Background: an optimization exercise with open tools, aiming at small area, a short achievable clock period and few clock cycles. Do not read the settings as production practice. At most, simulation tests tie the RTL to the original design; equivalence was not proved. No functional check of the RTL was part of runs 2 and 3. Power figures rest on the tool's default switching activity, not on a simulated workload.

<file path="flow/design.v">
module mips_pipeline (
    input  wire        clk,
    input  wire        reset,
    output wire [31:0] imem_addr,
    input  wire [31:0] imem_rdata,
    output wire [31:0] dmem_addr,
    output wire [31:0] dmem_wdata,
    output wire        dmem_we,
    output wire        dmem_re,
    input  wire [31:0] dmem_rdata
);
reg  [9:0]  pc;
reg  [9:0]  pc_o;        
reg  [31:0] x_a;         
reg  [31:0] x_b;         
reg  [31:0] x_sd;        
reg  [4:0]  x_sh;        
reg  [9:0]  x_target;    
reg  [4:0]  x_dst;
reg         x_inv;
reg         x_fsd;       
reg         x_sum, x_and, x_or, x_nor, x_slt, x_sll, x_srl;
reg         x_wr_alu, x_wr_ld, x_load, x_store, x_br;
reg  [31:0] m_res;       
reg  [31:0] m_wdata;
reg  [4:0]  m_dst;
reg  [31:1] m_we_oh;     
reg         m_regwrite;  
reg         m_load;      
reg         m_re, m_we;
wire [31:0] ins = imem_rdata;
wire [5:0]  op  = ins[31:26];
wire [4:0]  rs  = ins[25:21];
wire [4:0]  rt  = ins[20:16];
wire [4:0]  rd  = ins[15:11];
wire [5:0]  fn  = ins[5:0];
wire f_r    = (op == 6'h00);
wire f_radd = f_r & (fn == 6'h20);
wire f_rsub = f_r & (fn == 6'h22);
wire f_rand = f_r & (fn == 6'h24);
wire f_ror  = f_r & (fn == 6'h25);
wire f_rnor = f_r & (fn == 6'h27);
wire f_rslt = f_r & (fn == 6'h2a);
wire f_rsll = f_r & (fn == 6'h00);
wire f_rsrl = f_r & (fn == 6'h02);
wire f_addi = (op == 6'h08);
wire f_andi = (op == 6'h0c);
wire f_ori  = (op == 6'h0d);
wire f_slti = (op == 6'h0a);
wire f_lw   = (op == 6'h23);
wire f_sw   = (op == 6'h2b);
wire f_beq  = (op == 6'h04);
wire f_same = (rs == rt);
wire f_bc   = f_beq & ~f_same;               
wire f_ialu   = f_addi | f_andi | f_ori | f_slti;
wire f_rknown = f_radd | f_rsub | f_rand | f_ror | f_rnor | f_rslt | f_rsll | f_rsrl;
wire [4:0] f_dst = f_r ? rd : rt;
wire f_nz     = (f_dst != 5'd0);
wire f_wr_alu = (f_rknown | f_ialu) & f_nz;
wire f_wr_ld  = f_lw & f_nz;
wire f_inv    = f_rsub | f_rslt | f_slti;    
wire stall = x_wr_ld & ((x_dst == rs) | (x_dst == rt));
wire [9:0] pc1      = pc + 10'd1;
wire [9:0] f_target = pc1 + ins[9:0];
wire       x_taken;
wire [9:0] pc_next  = x_taken ? x_target :
                      stall   ? pc :
                      (f_beq & f_same) ? f_target : pc1;
always @(posedge clk or posedge reset)
  if (reset) pc <= 10'd0;
  else       pc <= pc_next;
always @(posedge clk)
  pc_o <= reset ? 10'd0 : pc_next;
assign imem_addr = {20'd0, pc_o, 2'b00};
wire [31:0] m_val = m_load ? dmem_rdata : m_res;
wire [31:0] rf [0:31];
assign rf[0] = 32'd0;
genvar gi;
generate
  for (gi = 1; gi < 32; gi = gi + 1) begin : g_rf
    reg [31:0] r;
    always @(posedge clk)
      if (m_we_oh[gi]) r <= ~m_val;    
    assign rf[gi] = ~r;
  end
endgenerate
wire [31:0] res;
wire fwd_a = x_wr_alu & (x_dst == rs);
wire fwd_b = x_wr_alu & (x_dst == rt);
wire byp_a = m_regwrite & (m_dst == rs);
wire byp_b = m_regwrite & (m_dst == rt);
function [31:0] rdport(input [4:0] sl);
  reg [31:0] t [0:31];
  integer i, w;
  begin
    for (i = 0; i < 32; i = i + 1) t[i] = {32{sl == i}} & rf[i];
    for (w = 16; w >= 1; w = w / 2)
      for (i = 0; i < w; i = i + 1) t[i] = t[2*i] | t[2*i+1];
    rdport = t[0];
  end
endfunction
wire [31:0] rf_a = rdport(rs);
wire [31:0] rf_b = rdport(rt);
integer k;
wire [31:0] rd_a = fwd_a ? res : byp_a ? m_val : rf_a;
wire f_useb  = f_r | f_beq;
wire s_fwd_p = f_useb & fwd_b & ~f_inv;
wire s_fwd_n = f_useb & fwd_b &  f_inv;
wire s_byp   = f_useb & ~fwd_b & byp_b;
wire s_rf_p  = f_useb & ~fwd_b & ~byp_b & ~f_inv;
wire s_rf_n  = f_useb & ~fwd_b & ~byp_b &  f_inv;
wire [31:0] f_immx = {{16{ins[15]}}, ins[15:0]} ^ {32{f_inv}};
wire [31:0] f_bop = ({32{s_fwd_p}} & res) | ({32{s_fwd_n}} & ~res) |
                    ({32{s_rf_p}} & rf_b) | ({32{s_rf_n}} & ~rf_b) |
                    ({32{s_byp}} & (m_val ^ {32{f_inv}})) | ({32{~f_useb}} & f_immx);
always @(posedge clk) begin
  x_a      <= rd_a;
  x_b      <= f_bop;
  x_sd     <= byp_b ? m_val : rf_b;
  x_fsd    <= fwd_b;
  x_sh     <= ins[10:6];
  x_target <= f_target;
  x_dst    <= f_dst;
  x_inv    <= f_inv;
  x_sum    <= f_radd | f_rsub | f_addi | f_lw | f_sw;
  x_and    <= f_rand | f_andi;
  x_or     <= f_ror | f_ori;
  x_nor    <= f_rnor;
  x_slt    <= f_rslt | f_slti;
  x_sll    <= f_rsll;
  x_srl    <= f_rsrl;
end
wire f_ok = ~x_taken & ~stall;
always @(posedge clk or posedge reset)
  if (reset) begin
    x_wr_alu <= 1'b0;
    x_wr_ld  <= 1'b0;
    x_load   <= 1'b0;
    x_store  <= 1'b0;
    x_br     <= 1'b0;
  end else begin
    x_wr_alu <= f_wr_alu & f_ok;
    x_wr_ld  <= f_wr_ld & f_ok;
    x_load   <= f_lw & f_ok;
    x_store  <= f_sw & f_ok;
    x_br     <= f_bc & f_ok;
  end
wire [31:0] a = x_a;
wire [31:0] b = x_b;
wire [31:0] p0 = a ^ b;
wire [31:0] g0 = a & b;
reg  [31:0] gk, pk, gn, pn;
integer j, d;
always @(*) begin
  gk = g0; pk = p0;
  gk[0] = g0[0] | (p0[0] & x_inv);
  for (d = 1; d < 32; d = d * 2) begin
    gn = gk; pn = pk;
    for (j = d; j < 32; j = j + 1) begin
      gn[j] = gk[j] | (pk[j] & gk[j-d]);
      pn[j] = pk[j] & pk[j-d];
    end
    gk = gn; pk = pn;
  end
end
wire [31:0] c   = {gk[30:0], x_inv};
wire [31:0] sum = p0 ^ c;
wire        lt  = (a[31] == b[31]) ? a[31] : ~c[31];
function [31:0] rev(input [31:0] v);
  integer i;
  for (i = 0; i < 32; i = i + 1) rev[i] = v[31-i];
endfunction
wire [31:0] shin = x_sll ? rev(x_b) : x_b;
wire [31:0] shr  = shin >> x_sh;
reg [31:0] r;
always @(*) begin
  r = 32'd0;
  if (x_sum) r = r | sum;
  if (x_and) r = r | (a & b);
  if (x_or)  r = r | (a | b);
  if (x_nor) r = r | ~(a | b);
  if (x_slt) r = r | {31'd0, lt};
  if (x_sll) r = r | rev(shr);
  if (x_srl) r = r | shr;
end
assign res = r;
assign x_taken = x_br & (x_a == x_b);
always @(posedge clk) begin
  m_res   <= res;
  m_wdata <= x_fsd ? m_res : x_sd;
  m_dst   <= x_dst;
  for (k = 1; k < 32; k = k + 1) m_we_oh[k] <= (x_wr_alu | x_wr_ld) & (x_dst == k);
end
always @(posedge clk or posedge reset)
  if (reset) begin
    m_regwrite <= 1'b0;
    m_load     <= 1'b0;
    m_re       <= 1'b0;
    m_we       <= 1'b0;
  end else begin
    m_regwrite <= x_wr_alu | x_wr_ld;
    m_load     <= x_wr_ld;
    m_re       <= x_load;
    m_we       <= x_store;
  end
assign dmem_addr  = m_res;
assign dmem_wdata = m_wdata;
assign dmem_we    = m_we;
assign dmem_re    = m_re;
endmodule
</file>
<file path="flow/flow/run.sh">
#!/bin/bash
set -e
export BUFFER_PORTS_ARGS="-buffer_cell sky130_fd_sc_hd__buf_4"
export SKIP_GATE_CLONING=1
W=$PWD
sed 's/^set_input_delay 1\.5000 /set_input_delay 1.7000 /' constraint.sdc > flow/opt.sdc
sed "s|^export SDC_FILE = .*|export SDC_FILE = $W/flow/opt.sdc|" config.mk > flow/opt_config.mk
sed "s|DESIGN_CONFIG=[^ ]*|DESIGN_CONFIG=$W/flow/opt_config.mk|" standard.sh > flow/opt_standard.sh
SETUP_SLACK_MARGIN=4.7 bash flow/opt_standard.sh cts > standard_cts.log 2>&1
SETUP_SLACK_MARGIN=4.6 bash flow/opt_standard.sh > standard_finish.log 2>&1
</file>
<file path="flow/standard.sh">
#!/bin/bash
# synth_recipe.tcl (not shown) runs the flow's synth.tcl, then flattens the netlist and writes it again
# the make line also repeats each setting of config.mk as NAME=value (left out here)
make -C /OpenROAD-flow-scripts/flow DESIGN_CONFIG=/design/flow/config.mk WORK_HOME=/design/flow/orfs CLKGATE_MAP_FILE= SYNTH_SCRIPT=/design/flow/synth_recipe.tcl "${@:-finish}"
</file>
<file path="flow/config.mk">
export PLATFORM = sky130hd
export DESIGN_NAME = mips_pipeline
export DESIGN_NICKNAME = mips_pipeline
export VERILOG_FILES = /design/flow/design.v
export SDC_FILE = /design/flow/constraint.sdc
export NUM_CORES = 8
export LEC_CHECK = 0
export ABC_AREA = 1
export CAP_MARGIN = 20
export CORE_MARGIN = 2
export CORE_UTILIZATION = 40
export CTS_CLUSTER_DIAMETER = 60
export CTS_CLUSTER_SIZE = 30
export SLEW_MARGIN = 20
export TNS_END_PERCENT = 20
</file>
<file path="flow/constraint.sdc">
create_clock -name core_clock -period 7.5 [get_ports {clk}]
set_input_delay 1.5000 -clock core_clock [delete_from_list [all_inputs] [get_ports {clk}]]
set_output_delay 1.5000 -clock core_clock [all_outputs]
set_load 0.01 [all_outputs]
</file>
==> results of run 1 <==
[worst max path at each step]
stage | endpoint | slack (ps) | depth (start not counted)
finish | x_b[19] | 4190 | 13
global route | x_b[12] | 4210 | 13
CTS | dmem_addr[20] | 4600 | 1
detailed placement | x_b[18] | 2380 | 14
global placement | x_b[18] | 2480 | 14
floorplan | pc_o[8] | 4380 | 12
[critical path, delay by kind of cell]
| family | cells | cell delay [ps] |
|---|---|---|
| and+or+nand+nor | 9 | 1380 |
| AOI/OAI and AO/OA | 1 | 370 |
| buffers and inverters | 3 | 470 |
[routing by layer]
metal  routed length [um]  up-vias
met5                 1080        -
li1                     -    22744
met1               102000    27782
met4                40500       43
met3                57100     2276
met2               134000     6423
[cells in the final DEF, fill, tap and decap left out, drive strengths merged, types with 15 or more instances in the layout]
cell type,instances
diode,36
nand4,73
conb,22
nor3,72
inv,424
xor2,19
a221oi,17
dfxtp,235
a21oi,118
clkinv,40
ha,74
buf,732
nand2,1046
edfxtp,992
clkbuf,110
or2,70
dfrtp,19
nand3,529
mux2,32
nor4,62
o22ai,824
o221ai,15
nor2,757
o21ai,236
[what timing repair did]
item                       in CTS  in global routing
pin swaps                     142                 91
buffers inserted              357                 97
gates resized for setup       463                123
setup endpoints to repair     178                119
cloned                          0                  0
[sequential cells by signal, indices dropped and copies added, names as in the netlist, 5 cells and up]
register and cells:
x_a 32, x_sh 5, m_dst 5, x_target 10, x_sd 32, m_res 32
pc 10, g_rf.r 992, m_we_oh 31, x_dst 5, m_wdata 32, pc_o 10
x_b 32
[kinds of logic after synthesis]
family / Yosys count / share of synthesized area
other: 1 / 0.0000640
and+or+nand+nor: 2626 / 0.193
adders and majority gates: 77 / 0.0168
buffers and inverters: 737 / 0.0550
xor gates and xnor gates: 23 / 0.00344
AOI/OAI and AO/OA: 1247 / 0.128
muxes: 34 / 0.00649
DFF: 1246 / 0.597
[layout make-up]
cell class | instances | area (um2)
clock inverters | 82 | 1190
fillers | 12557 | 70900
well taps | 1917 | 2400
clock buffers | 109 | 2630
diodes | 36 | 90.1
multi-input cells | 4029 | 23000
repair buffers | 733 | 8640
flip-flops and latches | 1246 | 35100
inverters | 400 | 1630
[power groups by stage]
stage	Clock [mW]	Combinational, mW	Sequential (mW)
floorplan	0	1.55	7.99
global placement	0	2.50	8.07
detailed placement	0	2.51	8.07
CTS	6.10	2.75	7.91
global route	6.37	3.17	7.94
finish	6.17	3.02	7.93
==> out/results.txt, run 1 <==
count leader, synth: nand2_1
Crit Path Max Fanout: 16
vias per inst: 6.93
Ys Warns: 3
Routed WL: 335000 um
RSZ-0062 raised after global routing: true
Synth top cells by count: nand2_1 (1030), edfxtp_1 (992), o22ai_1 (824), nor2_1 (741), nand3_1 (528)
global routing's busiest layer: met2
Finished Cell Area: 74600 um2
Max-cap violations: 0
status: timing/DRC/antenna clean
Hold Path End: m_we
Clock power frac: 0.360
H-tree levels: 3
startpoint types: input pin
Slowest-stage cell, CP: nor2_2
power after layout: 17.1 mW
worst hold path type: flop to flop
largest net degree at the start of global routing: 66
first-pass GRT wire length: 440000 um
Seq/Total Area, Yosys: 0.597
initial antenna violation count: 28
internal power: 11.7 mW
CTS Buf Count: 101
CP required: 8170 ps
fin worst setup slack: 4190 ps
r2r startpoint: x_a[26]
initial core utilization: 0.402
drt wl/cell: 39.2 um
sw frac: 0.314
non-filler cells, final: 8552
EDFF count, synth: 992
Crit path arrival time: 3980 ps
pre-CTS setup slack: 2380 ps
max-slew violations: 0
synthesized flop and latch total: 1246
DP HPWL: 174000 um
post-synth top area share: 0.508
Net Sw Power: 5.38 mW
drt drc: 0
CP startpoint: imem_rdata[17]
fin crit period: 3310 ps
Worst R2R End: x_b[31]
GRT met3 Usage: 0.214
hold_sp: x_store
TritonCTS Sinks: 1246
Cell Chain, Critical Path: buf_12, inv_6, nor2_2, nand3_4, buf_12, o22ai_1, nor2_1, nand2_1, nor2_2, nand3_2, nand3_1, nor2_1, nand3_1
Setup TNS Final: 0 ps
Layout Nets: 6654
gr usage total: 0.427
Comb power frac: 0.176
hold_ws: 354 ps
Area contributors post-synth: edfxtp_1 (51%), o22ai_1 (8.8%), dfxtp_1 (8.0%), nand2_1 (6.6%), nor2_1 (4.7%)
post-route ant nets: 0
Layout area overhead: 27.4%
Reg2Reg Setup Slack: 4510 ps
vias in the first global route: 53127
pwr/cell area: 229 nW/um2
die width: 387 um
CP Class: input pin to flop
mapped cell area: 58600 um2
Routability Congestion: 1.08
placed insts: 7870
Critical Path End Type: flop
skew final: 35.2 ps
hold_buf cts: 0
GRT Residual Overflow: 0
sequential power share: 0.463
Placement Cell Area: 62500 um2
CTS root buffer: clkbuf_16
Clk pin slew, worst setup/hold paths: 80 ps
met2 Use GR: 0.608
cells after synthesis: 5991
row cnt: 140
CP peak stage delay: 450 ps
Rel. slew slack: 0.196
ratio of cells with drive above 1 in the final layout: 0.220
fmax: 0.302 GHz
met1 Use GR: 0.465
asr flop ratio synth: 0.0152
Die Ht: 387 um
DR iter-0 viols: 12086
TritonRoute pass-1 iters: 23
Ports: 164
clock buffer depth: 3
hold path depth: 0
dominant cell type by area after synthesis: edfxtp_1
VDD IR max: 0.189 mV
CTS tree: built
Final Util: 0.513
final hold violation count: 0
DIE AREA: 150000 um2
final period utilization: 0.442
worst slew pin tran: 1210 ps
Top FF cell, synth: edfxtp_1
total core area: 146000 um2
r2r worst-path depth: 13
vias: 59268
syn avg cell area: 9.78 um2
worst-skew pair later-pin latency: 790 ps
Yosys cell types: 58
endpoints failing setup: 0
P_leak: 31.0 nW
input/output buffers: 141
Testbench counts, summed over its fixed seeds: cycles 23,348.
==> run 2: changes to the inputs <==
--- a/flow/design.v
+++ b/flow/design.v
@@ -12,11 +12,8 @@
 reg  [9:0]  pc;
-reg  [9:0]  pc_o;        
 reg  [31:0] x_a;         
 reg  [31:0] x_b;         
-reg  [31:0] x_sd;        
-reg  [4:0]  x_sh;        
+reg  [15:0] x_imm;       
 reg  [9:0]  x_target;    
 reg  [4:0]  x_dst;
-reg         x_inv;
-reg         x_fsd;       
+reg         x_useimm, x_inv;
 reg         x_sum, x_and, x_or, x_nor, x_slt, x_sll, x_srl;
@@ -24,5 +21,5 @@
 reg  [31:0] m_res;       
+reg  [31:0] m_addr;      
 reg  [31:0] m_wdata;
 reg  [4:0]  m_dst;
-reg  [31:1] m_we_oh;     
 reg         m_regwrite;  
@@ -60,3 +57,2 @@
 wire f_wr_ld  = f_lw & f_nz;
-wire f_inv    = f_rsub | f_rslt | f_slti;    
 wire stall = x_wr_ld & ((x_dst == rs) | (x_dst == rt));
@@ -71,5 +67,3 @@
   else       pc <= pc_next;
-always @(posedge clk)
-  pc_o <= reset ? 10'd0 : pc_next;
-assign imem_addr = {20'd0, pc_o, 2'b00};
+assign imem_addr = {20'd0, pc, 2'b00};
 wire [31:0] m_val = m_load ? dmem_rdata : m_res;
@@ -82,4 +76,4 @@
     always @(posedge clk)
-      if (m_we_oh[gi]) r <= ~m_val;    
-    assign rf[gi] = ~r;
+      if (m_regwrite && (m_dst == gi)) r <= m_val;
+    assign rf[gi] = r;
   end
@@ -89,36 +83,22 @@
 wire fwd_b = x_wr_alu & (x_dst == rt);
-wire byp_a = m_regwrite & (m_dst == rs);
-wire byp_b = m_regwrite & (m_dst == rt);
-function [31:0] rdport(input [4:0] sl);
-  reg [31:0] t [0:31];
-  integer i, w;
-  begin
-    for (i = 0; i < 32; i = i + 1) t[i] = {32{sl == i}} & rf[i];
-    for (w = 16; w >= 1; w = w / 2)
-      for (i = 0; i < w; i = i + 1) t[i] = t[2*i] | t[2*i+1];
-    rdport = t[0];
+wire byp_a = ~fwd_a & m_regwrite & (m_dst == rs);
+wire byp_b = ~fwd_b & m_regwrite & (m_dst == rt);
+reg [31:0] rd_a, rd_b;
+integer k;
+always @(*) begin
+  rd_a = ({32{fwd_a}} & res) | ({32{byp_a}} & m_val);
+  rd_b = ({32{fwd_b}} & res) | ({32{byp_b}} & m_val);
+  for (k = 1; k < 32; k = k + 1) begin
+    rd_a = rd_a | ({32{(rs == k) & ~fwd_a & ~byp_a}} & rf[k]);
+    rd_b = rd_b | ({32{(rt == k) & ~fwd_b & ~byp_b}} & rf[k]);
   end
-endfunction
-wire [31:0] rf_a = rdport(rs);
-wire [31:0] rf_b = rdport(rt);
-integer k;
-wire [31:0] rd_a = fwd_a ? res : byp_a ? m_val : rf_a;
-wire f_useb  = f_r | f_beq;
-wire s_fwd_p = f_useb & fwd_b & ~f_inv;
-wire s_fwd_n = f_useb & fwd_b &  f_inv;
-wire s_byp   = f_useb & ~fwd_b & byp_b;
-wire s_rf_p  = f_useb & ~fwd_b & ~byp_b & ~f_inv;
-wire s_rf_n  = f_useb & ~fwd_b & ~byp_b &  f_inv;
-wire [31:0] f_immx = {{16{ins[15]}}, ins[15:0]} ^ {32{f_inv}};
-wire [31:0] f_bop = ({32{s_fwd_p}} & res) | ({32{s_fwd_n}} & ~res) |
-                    ({32{s_rf_p}} & rf_b) | ({32{s_rf_n}} & ~rf_b) |
-                    ({32{s_byp}} & (m_val ^ {32{f_inv}})) | ({32{~f_useb}} & f_immx);
+end
+wire f_inv = f_rsub | f_rslt | f_slti;      
 always @(posedge clk) begin
   x_a      <= rd_a;
-  x_b      <= f_bop;
-  x_sd     <= byp_b ? m_val : rf_b;
-  x_fsd    <= fwd_b;
-  x_sh     <= ins[10:6];
+  x_b      <= rd_b;
+  x_imm    <= f_slti ? ~ins[15:0] : ins[15:0];
   x_target <= f_target;
   x_dst    <= f_dst;
+  x_useimm <= ~f_r;
   x_inv    <= f_inv;
@@ -148,3 +128,3 @@
 wire [31:0] a = x_a;
-wire [31:0] b = x_b;
+wire [31:0] b = x_useimm ? {{16{x_imm[15]}}, x_imm} : (x_inv ? ~x_b : x_b);
 wire [31:0] p0 = a ^ b;
@@ -173,3 +153,3 @@
 wire [31:0] shin = x_sll ? rev(x_b) : x_b;
-wire [31:0] shr  = shin >> x_sh;
+wire [31:0] shr  = shin >> x_imm[10:6];
 reg [31:0] r;
@@ -189,5 +169,5 @@
   m_res   <= res;
-  m_wdata <= x_fsd ? m_res : x_sd;
+  m_addr  <= sum;
+  m_wdata <= x_b;
   m_dst   <= x_dst;
-  for (k = 1; k < 32; k = k + 1) m_we_oh[k] <= (x_wr_alu | x_wr_ld) & (x_dst == k);
 end
@@ -205,3 +185,3 @@
   end
-assign dmem_addr  = m_res;
+assign dmem_addr  = m_addr;
 assign dmem_wdata = m_wdata;
==> flow/run.sh (new file) <==
#!/bin/bash
# synth_recipe.tcl (not shown) runs the flow's synth.tcl, then flattens the netlist and writes it again
# the make line also repeats each setting of config.mk as NAME=value (left out here)
make -C /OpenROAD-flow-scripts/flow DESIGN_CONFIG=/design/flow/config.mk WORK_HOME=/design/flow/orfs CLKGATE_MAP_FILE= SYNTH_SCRIPT=/design/flow/synth_recipe.tcl finish
--- a/flow/config.mk
+++ b/flow/config.mk
@@ -7,9 +7,7 @@
 export LEC_CHECK = 0
-export ABC_AREA = 1
 export CAP_MARGIN = 20
 export CORE_MARGIN = 2
-export CORE_UTILIZATION = 40
-export CTS_CLUSTER_DIAMETER = 60
-export CTS_CLUSTER_SIZE = 30
+export CORE_UTILIZATION = 35
+export SETUP_SLACK_MARGIN = 4.5
 export SLEW_MARGIN = 20
-export TNS_END_PERCENT = 20
+export TNS_END_PERCENT = 0
removed: flow/flow/run.sh
removed: flow/standard.sh
==> out/results.txt, run 2 <==
commonest non-fill, non-tap cells in the layout: edfxtp_1 (992), a22oi_1 (725), nand2_1 (343), buf_4 (290), dfxtp_1 (183)
Slowest-stage cell, CP: dfxtp_1
Crit path arrival time: 4710 ps
largest register by flop count: g_rf.r
first-pass GRT wire length: 424000 um
asr flop ratio synth: 0.0156
Ys Warns: 1
pre-CTS setup slack: 1640 ps
DP HPWL: 193000 um
drt drc: 0
final period utilization: 0.552
pwr/cell area: 251 nW/um2
CP Class: flop to flop
gr usage total: 0.383
vias: 52143
hold_ws: 347 ps
GRT Residual Overflow: 0
drt wl/cell: 45.0 um
final hold violation count: 0
max-slew violations: 0
Routed WL: 322000 um
clock buffer depth: 3
fin worst setup slack: 3360 ps
vias per inst: 7.27
power after layout: 17.3 mW
H-tree levels: 4
Die Ht: 405 um
ratio of cells with drive above 1 in the final layout: 0.199
Levels on crit path: 11
post-synth top area share: 0.529
row cnt: 147
Clk pin slew, worst setup/hold paths: 60 ps
CP delay by family, top: compound AO/OA/AOI/OAI gates
TritonRoute pass-1 iters: 12
initial core utilization: 0.352
worst slew pin tran: 1230 ps
hold path depth: 0
DR iter-0 viols: 11297
P_leak: 23.7 nW
total core area: 160000 um2
largest net degree at the start of global routing: 40
input/output buffers: 141
Yosys cell types: 91
worst-skew pair later-pin latency: 820 ps
CTS Buf Count: 133
Top FF cell, synth: edfxtp_1
max FFs per register: 992
Layout Nets: 5016
CP peak stage delay: 910 ps
count leader, synth: edfxtp_1
VDD IR max: 0.260 mV
Critical path buffers and inverters: 2
commonest non-fill, non-tap cell in the layout: edfxtp_1
Layout fillers: 14713
mapped cell area: 56400 um2
die width: 405 um
Crit Path Max Fanout: 6
most used cell along the critical path: o211ai_1
Seq/Total Area, Yosys: 0.610
fmax: 0.241 GHz
startpoint types: flop
synthesized flop and latch total: 1216
vias in the first global route: 47712
Synth top cells by count: edfxtp_1 (992), a22oi_1 (728), nand2_1 (351), nor2_1 (225)
r2r worst-path depth: 11
Critical Path End Type: flop
Rel. slew slack: 0.176
Setup TNS Final: 0 ps
endpoints failing setup: 0
CTS tree: built
Routability Congestion: 1.04
syn avg cell area: 12.5 um2
Area contributors post-synth: edfxtp_1 (53%), a22oi_1 (9.7%), dfxtp_1 (7.3%), nand2_1 (2.3%), nand4_1 (2.0%)
Max-cap violations: 0
Cell Chain, Critical Path: inv_1, ha_4, o211ai_1, or2_4, or3_1, o211ai_1, buf_4, nand2_1, xnor2_2, a211oi_4, o211ai_1
Layout area overhead: 22.3%
status: timing/DRC/antenna clean
worst hold path type: flop to flop
initial antenna violation count: 36
skew final: 39.8 ps
RSZ-0062 raised after global routing: true
DIE AREA: 164000 um2
CP required: 8060 ps
non-filler cells, final: 7168
placed insts: 6709
cells after synthesis: 4516
dominant cell type by area after synthesis: edfxtp_1
fin crit period: 4140 ps
CTS root buffer: clkbuf_16
Ports: 164
EDFF count, synth: 992
TritonCTS Sinks: 1216
hold_buf cts: 0
post-route ant nets: 0
[run 2: changes by cell type after synthesis, moves of 94 or more]
cell | before | now
nor2_1 | 741 | 225
a222oi_1 | 0 | 99
nand2_1 | 1030 | 351
nand4_1 | 73 | 177
o22ai_1 | 824 | 13
xnor2_1 | 4 | 98
clkbuf_1 | 82 | 205
o21ai_0 | 212 | 89
nand3_1 | 528 | 81
inv_1 | 380 | 116
buf_2 | 182 | 55
a22oi_1 | 0 | 728
[run 2: final cells by class]
class | instances | area (um2) | area share
clock inverters | 65 | 723 | 0.0105
clock buffers | 179 | 3750 | 0.0544
multi-input cells | 2880 | 21800 | 0.316
well taps | 2160 | 2700 | 0.0392
inverters | 119 | 447 | 0.00648
diodes | 26 | 65.1 | 0.000944
repair buffers | 523 | 5050 | 0.0732
flip-flops and latches | 1216 | 34400 | 0.499
[run 2: report_power, final]
| group | total [mW] | internal [mW] | switching, mW | leakage [nW] |
|---|---|---|---|---|
| registers | 7.89 | 7.54 | 0.356 | 11.1 |
| clock network | 6.79 | 3.83 | 2.95 | 2.19 |
| logic | 2.62 | 1.03 | 1.59 | 10.4 |
[run 2: timing repair]
item | CTS | global route
gates cloned | 14 | 0
setup endpoints to repair | 264 | 307
resized for setup | 341 | 13
pin swaps | 106 | 14
setup buffers | 171 | 2
[run 2: logic make-up (layout without fill, tap and decap cells)]
kind of cell	after synthesis	in the layout	synth area share
AOI/OAI and AO/OA	1346	1346	0.181
xor gates and xnor gates	147	147	0.0232
adders and majority gates	77	77	0.0175
buffers and inverters	450	886	0.0337
DFF	1216	1216	0.610
muxes	162	162	0.0380
other	1	48	0.0000665
and+or+nand+nor	1117	1126	0.0971
[run 2: metrics by stage]
stage	instance area, um2	util
6_report	68900	0.430
5_1_grt	68800	0.430
4_1_cts	68700	0.429
3_5_place_dp	61300	0.383
3_3_place_gp	61300	0.383
2_1_floorplan	56600	-
[run 2: metal layers]
layer / track usage / part of all wire / up-vias
li1: - / - / 18860
met1: 0.442 / 0.33 / 25487
met2: 0.525 / 0.39 / 5753
met3: 0.213 / 0.18 / 1993
met4: 0.281 / 0.099 / 50
met5: 0.0285 / 0.0036 / -
[run 2: final timing paths]
path / endpoint / from / slack [ps]
min in group asynchronous: pc[3] / reset / 1180
min reg2reg: m_re / x_load / 350
max: x_b[23] / x_a[8] / 3360
max reg2reg: x_b[23] / x_a[8] / 3360
min: m_re / x_load / 350
max in group asynchronous: m_load / reset / 5740
==> run 3: changes to the inputs <==
==> flow/design.v (replaced) <==
module mips_pipeline (
    input  wire        clk,
    input  wire        reset,
    output wire [31:0] imem_addr,
    input  wire [31:0] imem_rdata,
    output wire [31:0] dmem_addr,
    output wire [31:0] dmem_wdata,
    output wire        dmem_we,
    output wire        dmem_re,
    input  wire [31:0] dmem_rdata
);
reg  [9:0]  pc;
reg  [31:0] x_a, x_b;
reg  [15:0] x_imm;
reg  [9:0]  x_target;
reg  [4:0]  x_dst;
reg         x_fa, x_fb;
reg         x_alusrc;
reg         x_add, x_sub, x_and, x_or, x_nor, x_slt, x_sll, x_srl;
reg         x_regwrite, x_load, x_store, x_br;
reg  [31:0] m_res, m_wdata;
reg  [4:0]  m_dst;
reg         m_regwrite, m_load, m_we;
wire [31:0] ins = imem_rdata;
wire [5:0]  op  = ins[31:26];
wire [4:0]  rs  = ins[25:21];
wire [4:0]  rt  = ins[20:16];
wire [4:0]  rd  = ins[15:11];
wire [5:0]  fn  = ins[5:0];
wire f_r    = (op == 6'h00);
wire f_radd = f_r & (fn == 6'h20);
wire f_rsub = f_r & (fn == 6'h22);
wire f_rand = f_r & (fn == 6'h24);
wire f_ror  = f_r & (fn == 6'h25);
wire f_rnor = f_r & (fn == 6'h27);
wire f_rslt = f_r & (fn == 6'h2a);
wire f_rsll = f_r & (fn == 6'h00);
wire f_rsrl = f_r & (fn == 6'h02);
wire f_addi = (op == 6'h08);
wire f_andi = (op == 6'h0c);
wire f_ori  = (op == 6'h0d);
wire f_slti = (op == 6'h0a);
wire f_lw   = (op == 6'h23);
wire f_sw   = (op == 6'h2b);
wire f_beq  = (op == 6'h04);
wire f_same = (rs == rt);
wire f_rknown = f_radd | f_rsub | f_rand | f_ror | f_rnor | f_rslt | f_rsll | f_rsrl;
wire [4:0] f_dst = f_r ? rd : rt;
wire f_regwrite = (f_rknown | f_addi | f_andi | f_ori | f_slti | f_lw) & (f_dst != 5'd0);
wire [9:0] pc1      = pc + 10'd1;
wire [9:0] f_target = pc1 + ins[9:0];
wire       x_taken;
wire [9:0] pc_next  = x_taken ? x_target : (f_beq & f_same) ? f_target : pc1;
always @(posedge clk or posedge reset)
  if (reset) pc <= 10'd0;
  else       pc <= pc_next;
assign imem_addr = {20'd0, pc, 2'b00};
wire [31:0] m_val = m_load ? dmem_rdata : m_res;
wire [31:0] rf [0:31];
assign rf[0] = 32'd0;
genvar gi;
generate
  for (gi = 1; gi < 32; gi = gi + 1) begin : g_rf
    reg [31:0] r;
    always @(posedge clk)
      if (m_regwrite && (m_dst == gi)) r <= m_val;
    assign rf[gi] = r;
  end
endgenerate
wire byp_a = m_regwrite & (m_dst == rs);
wire byp_b = m_regwrite & (m_dst == rt);
reg [31:0] rd_a, rd_b;
integer k;
always @(*) begin
  rd_a = byp_a ? m_val : 32'd0;
  rd_b = byp_b ? m_val : 32'd0;
  for (k = 1; k < 32; k = k + 1) begin
    rd_a = rd_a | ({32{(rs == k) & ~byp_a}} & rf[k]);
    rd_b = rd_b | ({32{(rt == k) & ~byp_b}} & rf[k]);
  end
end
wire f_fa = x_regwrite & (x_dst == rs);
wire f_fb = x_regwrite & (x_dst == rt);
always @(posedge clk) begin
  x_a      <= rd_a;
  x_b      <= rd_b;
  x_imm    <= ins[15:0];
  x_target <= f_target;
  x_dst    <= f_dst;
  x_fa     <= f_fa;
  x_fb     <= f_fb;
  x_alusrc <= ~f_r;
  x_add    <= f_radd | f_addi | f_lw | f_sw;
  x_sub    <= f_rsub;
  x_and    <= f_rand | f_andi;
  x_or     <= f_ror | f_ori;
  x_nor    <= f_rnor;
  x_slt    <= f_rslt | f_slti;
  x_sll    <= f_rsll;
  x_srl    <= f_rsrl;
end
always @(posedge clk or posedge reset)
  if (reset) begin
    x_regwrite <= 1'b0;
    x_load     <= 1'b0;
    x_store    <= 1'b0;
    x_br       <= 1'b0;
  end else begin
    x_regwrite <= f_regwrite & ~x_taken;
    x_load     <= f_lw & ~x_taken;
    x_store    <= f_sw & ~x_taken;
    x_br       <= f_beq & ~f_same & ~x_taken;
  end
wire [31:0] a   = x_fa ? m_val : x_a;
wire [31:0] bv  = x_fb ? m_val : x_b;
wire [31:0] b   = x_alusrc ? {{16{x_imm[15]}}, x_imm} : bv;
wire        sub = x_sub | x_slt;
wire [31:0] sum = a + (sub ? ~b : b) + {31'd0, sub};
wire        lt  = (a[31] ^ b[31]) ? a[31] : sum[31];
wire [4:0]  sh  = x_imm[10:6];
reg [31:0] res;
always @(*) begin
  res = 32'd0;
  if (x_add | x_sub) res = res | sum;
  if (x_and)         res = res | (a & b);
  if (x_or)          res = res | (a | b);
  if (x_nor)         res = res | ~(a | b);
  if (x_slt)         res = res | {31'd0, lt};
  if (x_sll)         res = res | (bv << sh);
  if (x_srl)         res = res | (bv >> sh);
end
assign x_taken = x_br & (a == bv);
always @(posedge clk) begin
  m_res   <= res;
  m_wdata <= bv;
  m_dst   <= x_dst;
end
always @(posedge clk or posedge reset)
  if (reset) begin
    m_regwrite <= 1'b0;
    m_load     <= 1'b0;
    m_we       <= 1'b0;
  end else begin
    m_regwrite <= x_regwrite;
    m_load     <= x_load;
    m_we       <= x_store;
  end
assign dmem_addr  = m_res;
assign dmem_wdata = m_wdata;
assign dmem_we    = m_we;
assign dmem_re    = m_load;
endmodule
--- a/flow/config.mk
+++ b/flow/config.mk
@@ -9,5 +9,3 @@
 export CORE_MARGIN = 2
-export CORE_UTILIZATION = 35
-export SETUP_SLACK_MARGIN = 4.5
+export CORE_UTILIZATION = 40
 export SLEW_MARGIN = 20
-export TNS_END_PERCENT = 0
==> out/results.txt, run 3 <==
Synth top cells by count: edfxtp_1 (992), a22oi_1 (513), nor2_1 (262), clkbuf_1 (240), a221oi_1 (208)
row cnt: 137
GRT Residual Overflow: 0
post-synth top area share: 0.530
worst hold path type: flop to flop
TritonRoute pass-1 iters: 17
post-CTS sizing: 0
skew final: 32.9 ps
DIE AREA: 144000 um2
Routed WL: 306000 um
r2r worst-path depth: 15
Max-cap violations: 0
Crit Path Max Fanout: 36
CP Class: input pin to flop
synthesized flop and latch total: 1184
largest register by flop count: g_rf.r
worst-skew pair later-pin latency: 810 ps
Layout area overhead: 17.1%
initial antenna violation count: 23
largest net degree at the start of global routing: 42
TritonCTS Sinks: 1184
syn avg cell area: 12.8 um2
Seq/Total Area, Yosys: 0.600
Clk pin slew, worst setup/hold paths: 60 ps
gr usage total: 0.416
CP peak stage delay: 810 ps
Die Ht: 379 um
Cell Chain, Critical Path: clkdlybuf4s50_1, mux2_2, mux2i_4, o21ai_0, xnor2_1, ha_1, and2_1, a221o_1, or3_1, o221a_2, a211o_1, a21oi_1, xor2_1, o21ai_0
hold path depth: 0
Slowest-stage cell, CP: mux2_2
most used cell along the critical path: o21ai_0
P_leak: 22.2 nW
max FFs per register: 992
vias per inst: 7.71
Reg2Reg Setup Slack: 1700 ps
Critical Path End Type: flop
drt wl/cell: 46.4 um
Crit path arrival time: 6600 ps
pwr/cell area: 252 nW/um2
RSZ-0062 raised after global routing: false
hold_sp: x_store
Yosys cell types: 85
die width: 379 um
Ports: 164
fin worst setup slack: 1560 ps
max-slew violations: 0
commonest non-fill, non-tap cell in the layout: edfxtp_1
CTS Buf Count: 131
Layout fillers: 12394
Rel. slew slack: 0.102
cells after synthesis: 4406
CTS root buffer: clkbuf_16
input/output buffers: 141
CTS tree: built
H-tree levels: 4
drt drc: 0
post-CTS setup buffers: 0
DP HPWL: 195000 um
ratio of cells with drive above 1 in the final layout: 0.148
vias: 50958
initial core utilization: 0.403
commonest non-fill, non-tap cells in the layout: edfxtp_1 (992), a22oi_1 (513), buf_4 (224), a221oi_1 (208), nor2_1 (194)
EDFF count, synth: 992
r2r startpoint: m_load
endpoints failing setup: 0
Ys Warns: 1
fin crit period: 5940 ps
vias in the first global route: 46405
startpoint types: input pin
CP required: 8160 ps
fmax: 0.168 GHz
mapped cell area: 56200 um2
Multi-input gate area: 21600 um2
Layout Nets: 4709
pre-CTS setup slack: 890 ps
dominant cell type by area after synthesis: edfxtp_1
Sequential Area: 33700 um2
asr flop ratio synth: 0.0144
hold_buf cts: 0
first-pass GRT wire length: 401000 um
status: timing/DRC/antenna clean
Top FF cell, synth: edfxtp_1
Worst R2R End: m_res[7]
post-route ant nets: 0
final hold violation count: 0
Setup TNS Final: 0 ps
total core area: 140000 um2
clock buffer depth: 3
Routability Congestion: 1.05
Area contributors post-synth: edfxtp_1 (53%), a22oi_1 (6.9%), dfxtp_1 (6.2%), a221oi_1 (3.2%), a22o_1 (2.5%)
Hold Path End: m_we
count leader, synth: edfxtp_1
DR iter-0 viols: 10939
VDD IR max: 0.237 mV
final period utilization: 0.792
worst slew pin tran: 1340 ps
[run 3: cell type report]
type / count / area share
flip-flops and latches: 1184 / 0.513
multi-input cells: 2814 / 0.328
clock buffers: 160 / 0.0531
repair buffers: 377 / 0.0506
well taps: 1876 / 0.0357
clock inverters: 76 / 0.0137
inverters: 91 / 0.00519
diodes: 32 / 0.00122
[run 3: stage by stage]
step                cell area, um2  total power, mW  hold WS [ps]  utilization  cells
CTS                          65600             16.4           366        0.470   6574
detailed placement           61200             9.82           351        0.439   6338
floorplan                    56300             8.77           331            -   4427
finish                       65800             16.6           359        0.472   6610
global placement             61200             9.83           333        0.438   6335
global route                 65700             16.9           369        0.471   6580
[run 3: cells by family after synthesis]
logic type / count (synthesis) / share of synthesized area
multiplexers: 270 / 0.0633
adder cells (fa/ha/maj): 45 / 0.0102
AO/OA/AOI/OAI: 1396 / 0.191
AND/OR/NAND/NOR: 959 / 0.0843
flip-flops: 1184 / 0.600
XOR/XNOR: 122 / 0.0190
buffers and inverters: 429 / 0.0320
other: 1 / 0.0000667
[run 3: how the worst max path moves through the flow]
stage / startpoint / endpoint / slack [ps] / depth (start not counted)
floorplan: dmem_rdata[10] / m_res[23] / 2210 / 14
global placement: dmem_rdata[11] / m_res[23] / 880 / 14
detailed placement: dmem_rdata[11] / m_res[23] / 890 / 14
CTS: dmem_rdata[11] / m_res[23] / 1710 / 14
global route: dmem_rdata[11] / m_res[27] / 1420 / 14
finish: dmem_rdata[11] / m_res[23] / 1560 / 14
[run 3: power breakdown]
group	leakage, nW	internal, mW	switching [mW]
registers	10.8	7.29	0.206
clock network	2.15	3.92	2.83
logic	9.21	0.793	1.55
[run 3: worst max-delay path: cells and delay by family]
kind | cells | cell delay [ps]
adders and majority gates | 1 | 380
AOI/OAI and AO/OA | 6 | 1960
xor gates and xnor gates | 2 | 320
muxes | 2 | 1080
and+or+nand+nor | 2 | 580
buffers and inverters | 1 | 740
[run 3: metal layers]
layer / routed length (um) / share of wire / global-route usage
met3: 53100 / 0.17 / 0.214
met4: 33200 / 0.11 / 0.340
met5: 210 / 0.00069 / 0.0103
met2: 122000 / 0.40 / 0.578
met1: 97700 / 0.32 / 0.474

port drivers added, routing unchanged:
No port has a modelled driver above. Below, the same layouts with a new extraction and two added sets of constraints. Step 1, drivers: a clkbuf_16 drives clk and a buf_2 each remaining input, both assumed. Step 2, shift: input delay + t, output delay - t, t = (earliest + latest rising clock arrival at the registers) / 2. This alone moves slack from input paths to output paths. Slacks: ideal / step 1 / step 2; pairs: ideal / step 1.
run | shift t [ns] | setup WS [ns] | worst register clock-pin slew, ns
run 2 | 0.877 | 3.357 / 3.357 / 2.542 | 0.07 / 0.07
run 3 | 0.875 | 1.563 / 1.618 / 0.742 | 0.07 / 0.07
After both steps setup and hold are still met in every run listed. For run 3, which loses most, drivers alone change the setup slack by +0.055 ns; drivers and shift together by -0.821 ns.
